From an optimization exercise on the open Yosys and OpenROAD flow, aimed at small area and a short achievable clock period; shortcuts taken in it are not production practice.
Function was checked by simulation only, so behaviour that the tests miss may differ from the original.
No activity file was given, so power comes from the tool's default toggle rates.

## flow/design.v (module list and top-level ports; edited modules follow where they fit)
// module testAdd: 6 lines
// module Add: 6 lines
// module testSub: 6 lines
// module Sub: 6 lines
// module testComp: 8 lines
// module Comp: 24 lines
// module testMux2x1: 7 lines
// module Mux2x1: 12 lines
// module testReg: 7 lines
// module Reg: 11 lines
// module testSHL: 6 lines
// module SHL: 6 lines
// module testSHR: 6 lines
// module SHR: 6 lines
// module CircuitTest: 1268 lines
// module g_aoi21: 3 lines
// module g_inv: 3 lines
// module g_ltsel: 3 lines
// module g_nand2: 3 lines
// module g_nand2b: 3 lines
// module g_nor2: 3 lines
// module g_oai21: 3 lines
// module g_xnor2: 3 lines
// module g_xor2: 3 lines
module CircuitTest (a,b,c,z,x,clk,rst);
  // ...
==> flow/flow/run.sh <==
#!/bin/bash
# Own layout flow: the standard ORFS flow (standard.sh) with these changes:
#  - synthesis script flow/mixsynth.tcl: synth_recipe.tcl with ABC run per module,
#    the small gate modules (g_*) with ORFS's speed script and the top module with
#    ORFS's area script (ABC_AREA 1); hierarchy is flattened at the end as before;
#  - no Yosys full/half-adder extraction (ADDER_MAP_FILE empty);
#  - ABC sizes for a 2 fF load (ABC_LOAD_IN_FF), so gate modules get small cells;
#  - the port buffers that buffer_ports puts on every input and output are
#    sky130_fd_sc_hd__buf_1 instead of the default delay buffer.
# Make's full output goes to flow_make.log here; each ORFS step keeps its own log
# under orfs/logs/.
set -uo pipefail
here=$(pwd)
bash standard.sh ADDER_MAP_FILE= ABC_LOAD_IN_FF=2 \
  "SYNTH_SCRIPT=$here/flow/mixsynth.tcl" \
  "BUFFER_PORTS_ARGS=-buffer_cell sky130_fd_sc_hd__buf_1" \
  finish > flow_make.log 2>&1
==> flow/flow/mixsynth.tcl <==
# The standard flow's synthesis script (synth_recipe.tcl) with one change: ABC maps the small
# gate modules (g_*) with ORFS's speed script, which keeps XOR and MUX cells,
# and the rest of the design with ORFS's area script.
proc synth {args} { yosys synth -nofsm -noshare {*}$args }
proc abc {args} {
  set i [lsearch -exact $args -script]
  set speed [lreplace $args $i [expr {$i + 1}] -script $::env(SCRIPTS_DIR)/abc_speed.script]
  set area [lreplace $args $i [expr {$i + 1}] -script $::env(SCRIPTS_DIR)/abc_area.script]
  foreach m [split [string trim [yosys tee -q -s result.string select -list-mod =g_*]] "\n"] {
    if {$m ne ""} { yosys abc {*}$speed =$m }
  }
  yosys abc {*}$area =$::env(DESIGN_NAME)
}
source $::env(SCRIPTS_DIR)/synth.tcl
# left out here: clear keep_hierarchy, flatten, clean up, hide names made inside functions, write 1_2_yosys.v
==> flow/standard.sh <==
#!/bin/bash
# synth_recipe.tcl (not shown) runs the flow's synth.tcl, then flattens the netlist and writes it again
# the make line also repeats each setting of config.mk as NAME=value (left out here)
make -C /OpenROAD-flow-scripts/flow DESIGN_CONFIG=/design/flow/config.mk WORK_HOME=/design/flow/orfs CLKGATE_MAP_FILE= SYNTH_SCRIPT=/design/flow/synth_recipe.tcl "${@:-finish}"
==> flow/config.mk <==
export PLATFORM = sky130hd
export DESIGN_NAME = CircuitTest
export DESIGN_NICKNAME = CircuitTest
export VERILOG_FILES = /design/flow/design.v
export SDC_FILE = /design/flow/constraint.sdc
export NUM_CORES = 4
export LEC_CHECK = 0
export ABC_AREA = 1
export CAP_MARGIN = 20
export CORE_MARGIN = 2
export CORE_UTILIZATION = 40
export CTS_BUF_LIST = sky130_fd_sc_hd__clkbuf_4
export SETUP_SLACK_MARGIN = 4.2
export SLEW_MARGIN = 20
export SYNTH_HIERARCHICAL = 1
export TNS_END_PERCENT = 0
==> flow/constraint.sdc <==
create_clock -name core_clock -period 7.5 [get_ports {clk}]
set_input_delay 1.5000 -clock core_clock [delete_from_list [all_inputs] [get_ports {clk}]]
set_output_delay 1.5000 -clock core_clock [all_outputs]
set_load 0.01 [all_outputs]
==> flow_summary.toml, run 1 <==
[synth]
yosys_register_bits = 131
syn_inst = 1597
synth_edf_count = 131
synth_flop_cell = "edfxtp_1"
syn-num-nets = 1791
synth-xor-area-share = 0.1765
syn-mean-instance-area_um2 = 6.992
yosysTopAreaCell = "edfxtp_1"
synth-adder-area-share = 0
synthSimpleGateAreaFrac = 0.3159

[finish]
fin_area_mm2 = 0.01310
comb.multi_input.count = 1422
final_common_cell = "nand2_1"
final_cell_mix = "nand2_1, nor2_1, buf_1, o21ai_1, edfxtp_1"
largest_class = "multi-input gates"
fillers = 2904

[floorplan]
start_util = 0.4042
taps = 378
ios = 258
fp.dieH_um = 171.1

[hold_path]
holdPathStages = 4

[worst_setup_path]
crit_top_cell = "a21oi_1"
worst-path-stages = 13
r2r-start = "er"
crit_path_cell_trace = "buf_1 > xor2_1 > nor2_1 > a21oi_1 > o21ai_1 > a21oi_1 > o21ai_1 > a21oi_1 > nor2_1 > o21a_4 > clkbuf_16 > nand2_1 > nand2_1"
worstSetupPathType = "in2reg"
endpoint = "x[30]"

[drt]
vias = 11040

[run_status]
status = "timing/DRC/antenna clean"

[sta]
final.setup.tns_ns = 0

[clocking]
cts_resized = 8
postCtsHoldBufs = 0

[power_and_ir_drop]
top_power_group = "combinational logic"
ir_drop_mv = 0.09296
leakagePower_nw = 5.150
powerDensity_mw_per_mm2 = 231.9

[grt]
grt.total_usage = 0.2170
grt_pass1_wl_um = 49770
met3_usage = 0.04164
grtUsageMet2 = 0.3622
==> run 2: changes to the inputs <==
--- a/flow/config.mk
+++ b/flow/config.mk
@@ -12,3 +12,3 @@
 export CTS_BUF_LIST = sky130_fd_sc_hd__clkbuf_4
-export SETUP_SLACK_MARGIN = 4.2
+export SETUP_SLACK_MARGIN = 4.4
 export SLEW_MARGIN = 20
==> run 2 against run 1 <==
  * Global-route usage increased by 0.12 points
  * Via count increased by 0.98%
  * Critical path type unchanged
  * Largest power group unchanged
  * Critical endpoint unchanged
  * Wire length increased by 4.1%
  * Die area unchanged
  * Still clean on timing, DRC and antenna
  * Sequential share of layout area decreased by 0.67 points
  * Worst setup slack improved by 0.021 ns
  * Power increased by 2.3%
==> flow_summary.toml, run 2 <==
[grt]
grt.overflow.total = 0
antenna_found_initial = 7
grt_pass1_vias = 10100
grt.total_usage = 0.2182
grt_max_degree = 67
grt_pass1_wl_um = 50010

[finish]
reg.largest.list = "ar (33), yr (33)"
final_common_cell = "nand2_1"
nNetsFinal = 2077
drive_gt1_frac = 0.07128
syn_to_final_growth_pct = 19.97
final_cell_mix = "nand2_1, nor2_1, buf_1, o21ai_1, edfxtp_1"

[power_and_ir_drop]
leakagePower_nw = 5.373
pwr-share-seq = 0.361
p_int_mw = 1.873
switching_share = 0.3969
powerDensity_mw_per_mm2 = 231.9
p_comb_frac = 0.458
power.clock.fraction = 0.182
ir_drop_mv = 0.09765
p_switching_mw = 1.233

[run_status]
status = "timing/DRC/antenna clean"

[drt]
drt_pass1_iterations = 5
wirelength_um = 33860
drc = 0
viasPerCell = 4.896
vias = 11150
final_antenna_net_count = 0
first_iter_violations = 636
post_drt_wl_per_cell_um = 14.87

[synth]
synth_most_common_cell = "nand2_1"
synth_top_area_frac = 0.3523
ys_types = 14
synth_edf_count = 131
syn-mean-instance-area_um2 = 6.992
syn_inst = 1597
yosys_register_bits = 131
yosysTopAreaCell = "edfxtp_1"
syn-num-nets = 1791
syn_area_mm2 = 0.01117
yosysWarnings = 7
ys_top_cells_by_count = "nand2_1, nor2_1, o21ai_1"
synth.area.top_cells = "edfxtp_1, nand2_1, nor2_1"
async_flop_share = 0
ys_seq_area_frac = 0.3523
synth_flop_cell = "edfxtp_1"

[clocking]
clock-sinks = 131
cts.htree.levels = 4
cts_tree = "built"
cts.clk_slew.worst_paths_ns = 0.11
postCtsHoldBufs = 0
clock_path_buffers = 2
cts_root_buf = "clkbuf_4"
cts_made_buffers = 17
clock_latency_ns = 0.55

[worst_setup_path]
r2r-start = "er"
cp-end-kind = "flip-flop"
r2r_slack_ns = 4.37
cp-start-kind = "input pin"
path_max_fanout = 32
cp.required_ns = 7.81
r2r_cells = 17
r2r_end = "x[31]"
endpoint = "x[30]"
critPathLaunch = "b[11]"
crit_arrival_ns = 3.52
worstSetupPathType = "in2reg"

[sta]
slew_headroom = 0.4278
whs_ns = 0.8447
worst_slew_pin_slew_ns = 0.8584
rsz0062_at_grt = "true"
slew_violations = 0
skew_ns = 0.02034
final-hold-violation-count = 0
fin_crit_sh = 0.4277
clock.fmax_mhz = 311.7
final.setup.tns_ns = 0
setup_viol = 0
period_needed_ns = 3.208

[hold_path]
hold_class = "reg2reg"

[floorplan]
core_area_mm2 = 0.02763
ios = 258
die_area_mm2 = 0.02927
core.rowCount = 61
die_x_um = 171.1
fp.dieH_um = 171.1
start_util = 0.4042

[placed_design]
hpwl_um = 25900
place.gp.congestion = 0.8767
io_buffers = 257

[run]
cap_violations = 0
[run 2: cell counts after synthesis]
Identical to the previous run, type by type.
[run 2: final cells by class]
type	instances	area (um^2)
Multi-Input combinational cell	1422	7184
Inverter	24	108.9
Clock buffer	20	150.1
Tap cell	378	473.0
Fill cell	2888	14230
Timing Repair Buffer	284	1324
Clock inverter	10	183.9
Sequential cell	131	3934
Timing Repair inverter	3	26.28
Antenna cell	5	12.51
[run 2: through the flow]
step | instance area [um^2] | cells | worst slack (ns) | total power [mW] | util
finish | 13400 | 2277 | 4.292 | 3.106 | 0.4849
floorplan | 11200 | 1597 | 3.724 | 2.076 | -
global route | 13390 | 2276 | 4.231 | 3.338 | 0.4848
CTS | 13010 | 2252 | 4.317 | 3.033 | 0.4708
global placement | 12540 | 2217 | 3.171 | 2.416 | 0.4539
detailed placement | 12540 | 2217 | 3.443 | 2.445 | 0.4539
[run 2: worst min path at each step]
stage,endpoint,start,cells after the start
after floorplan,z[0],yr[0],4
after global placement,z[0],yr[0],4
after detailed placement,z[0],yr[0],4
after CTS,z[0],yr[0],4
after global routing,z[0],ar[0],4
final,z[0],ar[0],4
[run 2: cells by family after synthesis]
kind of cell    Yosys count  share of synthesized area
compound gates          300                     0.1347
simple gates            897                     0.3159
buf+inv                  44                    0.02073
flops                   131                     0.3523
xor+xnor                225                     0.1765
[run 2: worst max-delay path, stage by stage]
cell	delay, ns
buf_1	0.21
xor2_1	0.24
nor2_1	0.09
a21oi_1	0.16
o21ai_1	0.10
a21oi_2	0.14
o21ai_1	0.10
a21oi_2	0.16
nor2_1	0.07
o21a_4	0.24
buf_12	0.14
clkbuf_16	0.21
nand2_1	0.10
nand2_1	0.05
[run 2: Yosys stat by module, one instance, submodules excluded, excerpt]
module	flops+latches	cells inside
g_ltsel	0	3
g_xor2	0	1
g_xnor2	0	1
g_nand2b	0	1
g_inv	0	1
g_nor2	0	1
g_nand2	0	1
[run 2: timing repair]
item / in CTS / in global routing
hold endpoints to repair: 0 / 0
setup endpoints to repair: 97 / 97
gates cloned: 1 / 5
pin swaps: 5 / 17
resized for setup: 18 / 62
setup buffers: 4 / 15
[run 2: routing by layer]
metal | track usage | vias up | share of wire
li1 | - | 5815 | -
met5 | 0 | - | 0.00038
met4 | 0.07148 | 2 | 0.023
met1 | 0.2823 | 4978 | 0.45
met2 | 0.3666 | 311 | 0.47
met3 | 0.04118 | 43 | 0.053
[run 2: power groups by stage]
| stage | Combinational [mW] | Sequential [mW] | Clock (mW) |
|---|---|---|---|
| 3_3_place_gp | 1.28 | 1.14 | 0 |
| 4_1_cts | 1.33 | 1.12 | 0.576 |
| 6_report | 1.42 | 1.12 | 0.564 |
| 2_1_floorplan | 0.893 | 1.18 | 0 |
| 3_5_place_dp | 1.30 | 1.14 | 0 |
| 5_1_grt | 1.59 | 1.14 | 0.605 |
==> run 3: changes to the inputs <==
--- a/flow/config.mk
+++ b/flow/config.mk
@@ -12,2 +12,3 @@
 export CTS_BUF_LIST = sky130_fd_sc_hd__clkbuf_4
+export CTS_CLUSTER_SIZE = 8
 export SETUP_SLACK_MARGIN = 4.4
==> run 3 against run 2 <==
  * Critical path depth did not move
  * Clock power about the same
  * Synthesized cell count did not move
  * Critical endpoint unchanged
  * Synthesized area did not move
  * First-iteration DRC count did not move
  * Clock skew stayed put
  * Fmax stayed put
  * Final cell count unchanged
==> flow_summary.toml, run 3 <==
[sta]
rsz0062_at_grt = "true"
period_needed_ns = 3.208
clock.fmax_mhz = 311.7
final-hold-violation-count = 0
setup_viol = 0
final.setup.tns_ns = 0
skew_ns = 0.02034
slew_headroom = 0.4278
worst_slew_pin_slew_ns = 0.8584
fin_crit_sh = 0.4277
slew_violations = 0

[clocking]
cts_root_buf = "clkbuf_4"
cts.clk_slew.worst_paths_ns = 0.11
postCtsHoldBufs = 0
cts_made_buffers = 17
cts.htree.levels = 4
clock_latency_ns = 0.55
clock_path_buffers = 2
clock-sinks = 131
cts_tree = "built"

[run]
cap_violations = 0

[finish]
reg.largest.list = "ar (33), yr (33)"
syn_to_final_growth_pct = 19.97
seq_area_mm2 = 0.003934
drive_gt1_frac = 0.07128
fillers = 2888
multi_input_area_mm2 = 0.007184
nNetsFinal = 2077
final_cell_mix = "nand2_1, nor2_1, buf_1, o21ai_1, edfxtp_1"
final_cells = 2277
final_common_cell = "nand2_1"

[synth]
synth_most_common_cell = "nand2_1"
synth.area.top_cells = "edfxtp_1, nand2_1, nor2_1"
synth_top_area_frac = 0.3523
yosys_register_bits = 131
syn-num-nets = 1791
syn_inst = 1597
ys_seq_area_frac = 0.3523
synth_flop_cell = "edfxtp_1"
synth_edf_count = 131
yosysWarnings = 7
ys_types = 14
async_flop_share = 0
syn_area_mm2 = 0.01117
syn-mean-instance-area_um2 = 6.992
ys_top_cells_by_count = "nand2_1, nor2_1, o21ai_1"
yosysTopAreaCell = "edfxtp_1"

[run_status]
status = "timing/DRC/antenna clean"

[worst_setup_path]
crit_arrival_ns = 3.52
cp-start-kind = "input pin"
crit_path_cell_trace = "buf_1 > xor2_1 > nor2_1 > a21oi_1 > o21ai_1 > a21oi_2 > o21ai_1 > a21oi_2 > nor2_1 > o21a_4 > buf_12 > clkbuf_16 > nand2_1 > nand2_1"
r2r_end = "x[31]"
critPathBufInv = 3
cpLargestDelayFamily = "compound AO/OA/AOI/OAI gates"
r2r-start = "er"
cp_slowest_stage_delay_ns = 0.24
worstSetupPathType = "in2reg"
cp-end-kind = "flip-flop"
cp.required_ns = 7.81
crit_slowest_cell = "xor2_1"
r2r_slack_ns = 4.37
path_max_fanout = 32
r2r_cells = 17

[floorplan]
core.rowCount = 61
ios = 258
die_area_mm2 = 0.02927
start_util = 0.4042
core_area_mm2 = 0.02763
fp.dieH_um = 171.1
die_x_um = 171.1

[grt]
grt.overflow.total = 0
grt_pass1_wl_um = 50010
grt_max_degree = 67
antenna_found_initial = 7
grt_pass1_vias = 10100
grt.total_usage = 0.2182

[hold_path]
hold_class = "reg2reg"
holdPathEnd = "z[0]"
hp-start = "ar[0]"
holdPathStages = 4

[placed_design]
place.gp.congestion = 0.8767
io_buffers = 257
placed_cells = 2217
hpwl_um = 25900

[drt]
wirelength_um = 33860
viasPerCell = 4.896
first_iter_violations = 636
vias = 11150
drc = 0
drt_pass1_iterations = 5
final_antenna_net_count = 0
post_drt_wl_per_cell_um = 14.87

[power_and_ir_drop]
powerDensity_mw_per_mm2 = 231.9
leakagePower_nw = 5.373
power_mw = 3.106
ir_drop_mv = 0.09765
[run 3: cell counts in the layout (fill, tap and decap cells not counted)]
No cell type changed its count.
[run 3: modules after synthesis (local to each module, per instance), excerpt]
| module | cells inside | copies in the design | area (um^2) | flops+latches |
|---|---|---|---|---|
| CircuitTest | 444 | 1 | 5175 | 131 |
| g_inv | 1 | 20 | 3.754 | 0 |
| g_nand2 | 1 | 262 | 3.754 | 0 |
| g_nand2b | 1 | 64 | 6.256 | 0 |
| g_oai21 | 1 | 201 | 5.005 | 0 |
| g_xnor2 | 1 | 107 | 8.758 | 0 |
[run 3: cell families (layout without fill, tap and decap cells)]
group / Yosys count / after routing / synth area share
buffers and inverters: 44 / 341 / 0.02073
AND/OR/NAND/NOR: 897 / 897 / 0.3159
other: 0 / 5 / 0
AO/OA/AOI/OAI: 300 / 300 / 0.1347
flip-flops: 131 / 131 / 0.3523
XOR/XNOR: 225 / 225 / 0.1765
[run 3: worst max path at each step]
stage | startpoint | cells past startpoint | end
after global routing | er | 17 | x[28]
after floorplan | rst | 1 | ar[0]
final | b[11] | 14 | x[30]
after detailed placement | c[6] | 13 | x[5]
after global placement | c[5] | 13 | yr[15]
after CTS | c[1] | 13 | x[5]
[run 3: layer usage]
| layer | share of wire | vias up | track usage |
|---|---|---|---|
| met2 | 0.47 | 311 | 0.3666 |
| li1 | - | 5815 | - |
| met5 | 0.00038 | - | 0 |
| met4 | 0.023 | 2 | 0.07148 |
| met3 | 0.053 | 43 | 0.04118 |
| met1 | 0.45 | 4978 | 0.2823 |
[run 3: layout make-up]
cell class                      count  area share
Clock inverter                     10     0.01373
Timing Repair inverter              3    0.001961
Multi-Input combinational cell   1422      0.5363
Antenna cell                        5   0.0009340
Tap cell                          378     0.03530
Sequential cell                   131      0.2936
Clock buffer                       20     0.01121
Timing Repair Buffer              284     0.09881
Inverter                           24    0.008125
[run 3: repair_timing]
| action | 4_1_cts | 5_1_grt |
|---|---|---|
| buffers inserted | 4 | 15 |
| gates cloned | 1 | 5 |
| pin swaps | 5 | 17 |
| setup endpoints to repair | 97 | 97 |
| gates resized for setup | 18 | 62 |
[run 3: per-stage QoR]
| step | setup WS [ns] | cell area [um^2] | utilization | hold WS, ns |
|---|---|---|---|---|
| floorplan | 3.724 | 11200 | - | 0.6723 |
| global placement | 3.171 | 12540 | 0.4539 | 0.7308 |
| detailed placement | 3.443 | 12540 | 0.4539 | 0.7438 |
| CTS | 4.317 | 13010 | 0.4708 | 0.7787 |
| global route | 4.231 | 13390 | 0.4848 | 0.9005 |
| finish | 4.292 | 13400 | 0.4849 | 0.8447 |
[run 3: tightest hold or removal path, cell delays in order (launching register included)]
cell and delay, ns:
edfxtp_1 0.50, xnor2_1 0.09, inv_1 0.05, nand2_1 0.05
nand2_1 0.05
[run 3: power breakdown]
| group | total (mW) | internal (mW) | switching [mW] |
|---|---|---|---|
| Combinational | 1.42 | 0.536 | 0.885 |
| Clock | 0.564 | 0.305 | 0.259 |
| Sequential | 1.12 | 1.03 | 0.0888 |
==> run 4: changes to the inputs <==
--- a/flow/config.mk
+++ b/flow/config.mk
@@ -11,4 +11,3 @@
 export CORE_UTILIZATION = 40
-export CTS_BUF_LIST = sky130_fd_sc_hd__clkbuf_4
-export CTS_CLUSTER_SIZE = 8
+export CTS_BUF_LIST = sky130_fd_sc_hd__clkbuf_4 sky130_fd_sc_hd__clkbuf_8
 export SETUP_SLACK_MARGIN = 4.4
==> run 4 against run 3 <==
  * Still clean on timing, DRC and antenna
  * Via count is 0.74% lower
  * Register-to-register slack lost 0.03 ns
  * Final cell count down 0.53%
  * Synthesized area stayed put
  * Clock power up about 20%
  * Utilization unchanged
  * Critical endpoint is now x[5]
  * Largest cell class unchanged
  * Largest power group unchanged
==> flow_summary.toml, run 4 <==
[run_status]
status = "timing/DRC/antenna clean"

[power_and_ir_drop]
p_switching_mw = 1.220
pwr-share-seq = 0.353
powerDensity_mw_per_mm2 = 237.3
power_mw = 3.179
p_comb_frac = 0.434
p_int_mw = 1.959
switching_share = 0.3837
ir_drop_mv = 0.1151
power.clock.fraction = 0.213
leakagePower_nw = 5.347

[synth]
ys_top_cells_by_count = "nand2_1, nor2_1, o21ai_1"
synth_flop_cell = "edfxtp_1"
synth_edf_count = 131
syn_area_mm2 = 0.01117
synth_top_area_frac = 0.3523
syn-num-nets = 1791
ys_seq_area_frac = 0.3523
synth.area.top_cells = "edfxtp_1, nand2_1, nor2_1"
yosys_register_bits = 131
async_flop_share = 0
synth_most_common_cell = "nand2_1"
syn_inst = 1597
yosysWarnings = 7
syn-mean-instance-area_um2 = 6.992
yosysTopAreaCell = "edfxtp_1"
ys_types = 14

[drt]
final_antenna_net_count = 0
drc = 0
post_drt_wl_per_cell_um = 14.41
first_iter_violations = 614
highest-signal-layer = "met5"
wl_met3_um = 1774
vias = 11070
drt-met1-wl_um = 14950
viasPerCell = 4.886
drt_pass1_iterations = 5
wl_met2_um = 15170
wirelength_um = 32630

[sta]
whs_ns = 0.8084
rsz0062_at_grt = "true"
period_needed_ns = 3.194
final-hold-violation-count = 0
setup_viol = 0
fin_crit_sh = 0.4259
worst_slew_pin_slew_ns = 0.8544
slew_headroom = 0.4304
fin_ws_ns = 4.306
final.setup.tns_ns = 0
clock.fmax_mhz = 313.1
slew_violations = 0
skew_ns = 0.01381

[finish]
final_common_cell = "nand2_1"
fin_area_mm2 = 0.01340
final_cell_mix = "nand2_1, nor2_1, buf_1, o21ai_1, edfxtp_1"
drive_gt1_frac = 0.06851
final_cells = 2265
fillers = 2906
reg.largest.list = "ar (33), yr (33)"
postLayoutCoreUtil = 0.4849
nNetsFinal = 2066
syn_to_final_growth_pct = 19.97

[grt]
grt_max_degree = 67
antenna_found_initial = 6
grt_pass1_wl_um = 50950
grt.overflow.total = 0
grt.total_usage = 0.2226
grt_pass1_vias = 10200

[clocking]
cts.htree.levels = 4
clock_path_buffers = 2
cts_made_buffers = 17
cts_tree = "built"
cts.clk_slew.worst_paths_ns = 0.07
clock_latency_ns = 0.45
cts_root_buf = "clkbuf_8"
clock-sinks = 131

[worst_setup_path]
cp-end-kind = "flip-flop"
crit_arrival_ns = 3.40
cp-start-kind = "input pin"
cp.required_ns = 7.71
path_max_fanout = 64
worstSetupPathType = "in2reg"

[floorplan]
core_area_mm2 = 0.02763
ios = 258
fp.dieH_um = 171.1
core.rowCount = 61
start_util = 0.4042
die_area_mm2 = 0.02927
die_x_um = 171.1

[placed_design]
io_buffers = 257
placed_cell_area_mm2 = 0.01254
hpwl_um = 25900
place.gp.congestion = 0.8767
pre_cts_ws_ns = 3.443
placed_cells = 2217

[run]
cap_violations = 0

[hold_path]
hold_class = "reg2reg"
-- run 4: layer usage --
layer	GRT usage	vias to the layer above
li1	-	5793
met1	0.2882	4908
met2	0.3754	315
met3	0.03817	49
met4	0.07553	2
met5	0	-
-- run 4: power by group through the flow --
stage	Sequential [mW]	Combinational, mW	Clock (mW)
after global placement	1.14	1.28	0
after floorplan	1.18	0.893	0
after global routing	1.14	1.56	0.717
final	1.12	1.38	0.677
after CTS	1.12	1.36	0.688
after detailed placement	1.14	1.30	0
-- run 4: kinds of logic (layout without fill, tap and decap cells) --
logic type / after synthesis / in the layout / share of synthesized area
buffers and inverters: 44 / 330 / 0.02073
other: 0 / 4 / 0
and+or+nand+nor: 897 / 897 / 0.3159
DFF: 131 / 131 / 0.3523
AOI/OAI and AO/OA: 300 / 300 / 0.1347
xor gates and xnor gates: 225 / 225 / 0.1765
-- run 4: final timing paths --
kind | cells after the start | endpoint | slack, ns | startpoint
setup / recovery | 13 | x[5] | 4.31 | c[7]
hold / removal | 4 | z[0] | 0.81 | yr[0]
setup reg to reg | 17 | x[31] | 4.34 | er
hold reg to reg | 4 | z[0] | 0.81 | yr[0]
-- run 4: worst max-delay path: stages --
cell     delay [ns]
buf_2          0.14
xor2_1         0.18
nor2_1         0.18
nand2_1        0.12
o21ai_2        0.19
a21oi_2        0.08
o21ai_1        0.17
a21oi_2        0.08
nor2_1         0.13
o21a_4         0.25
inv_12         0.12
nand2_1        0.13
nand2_1        0.06
-- run 4: repair_timing --
| action | in CTS | in global routing |
|---|---|---|
| pin swaps | 18 | 15 |
| buffers inserted | 6 | 6 |
| gates cloned | 2 | 0 |
| hold buffers | 0 | 0 |
| endpoints found under the setup margin | 97 | 163 |
| gates resized for setup | 59 | 27 |
-- run 4: modules after synthesis (local to each module, per instance) --
module | cells | cell area, um^2 | flip-flops and latches | copies in the design
CircuitTest | 444 | 5175 | 131 | 1
g_ltsel | 3 | 15.01 | 0 | 1
g_xnor2 | 1 | 8.758 | 0 | 107
g_xor2 | 1 | 8.758 | 0 | 118
g_nand2b | 1 | 6.256 | 0 | 64
g_aoi21 | 1 | 5.005 | 0 | 98
g_oai21 | 1 | 5.005 | 0 | 201
g_inv | 1 | 3.754 | 0 | 20
g_nand2 | 1 | 3.754 | 0 | 262
g_nor2 | 1 | 3.754 | 0 | 280
-- run 4: area by class of cell --
type	instances	area, um^2	share of cell area
repair buffers	276	1240	0.09256
clock buffers	20	256.5	0.01915
flip-flops and latches	131	3934	0.2936
multi-input cells	1422	7191	0.5368
inverters	24	108.9	0.008125
diodes	4	10.01	0.0007472
clock inverters	10	183.9	0.01373
well taps	378	473.0	0.03530

afterwards: timing with drivers on the ports:
No port has a modelled driver above. Below, the same layouts with a new extraction and two added sets of constraints. Step 1 sets driving cells, clkbuf_16 on the clock port and buf_2 on the other inputs (assumed; they add their load-dependent delay and slew). Step 2, shift: input delay + t, output delay - t, t = (earliest + latest rising clock arrival at the registers) / 2. This alone moves slack from input paths to output paths. Slacks: no drivers / after step 1 / after step 2; pairs: no drivers / after step 1.
| run | t (ns) | setup WS [ns] | worst hold slack (ns) | pins driven straight from the clock port |
|---|---|---|---|---|
| run 1 | 0.569 | 4.272 / 4.284 / 3.715 | 0.823 / 0.823 / 0.823 | 1 |
| run 2 | 0.574 | 4.292 / 4.284 / 3.710 | 0.845 / 0.845 / 0.845 | 1 |
| run 3 | 0.574 | 4.292 / 4.284 / 3.710 | 0.845 / 0.845 / 0.845 | 1 |
| run 4 | 0.484 | 4.306 / 4.321 / 3.837 | 0.808 / 0.808 / 0.808 | 1 |
After both steps every run listed still meets setup and hold.
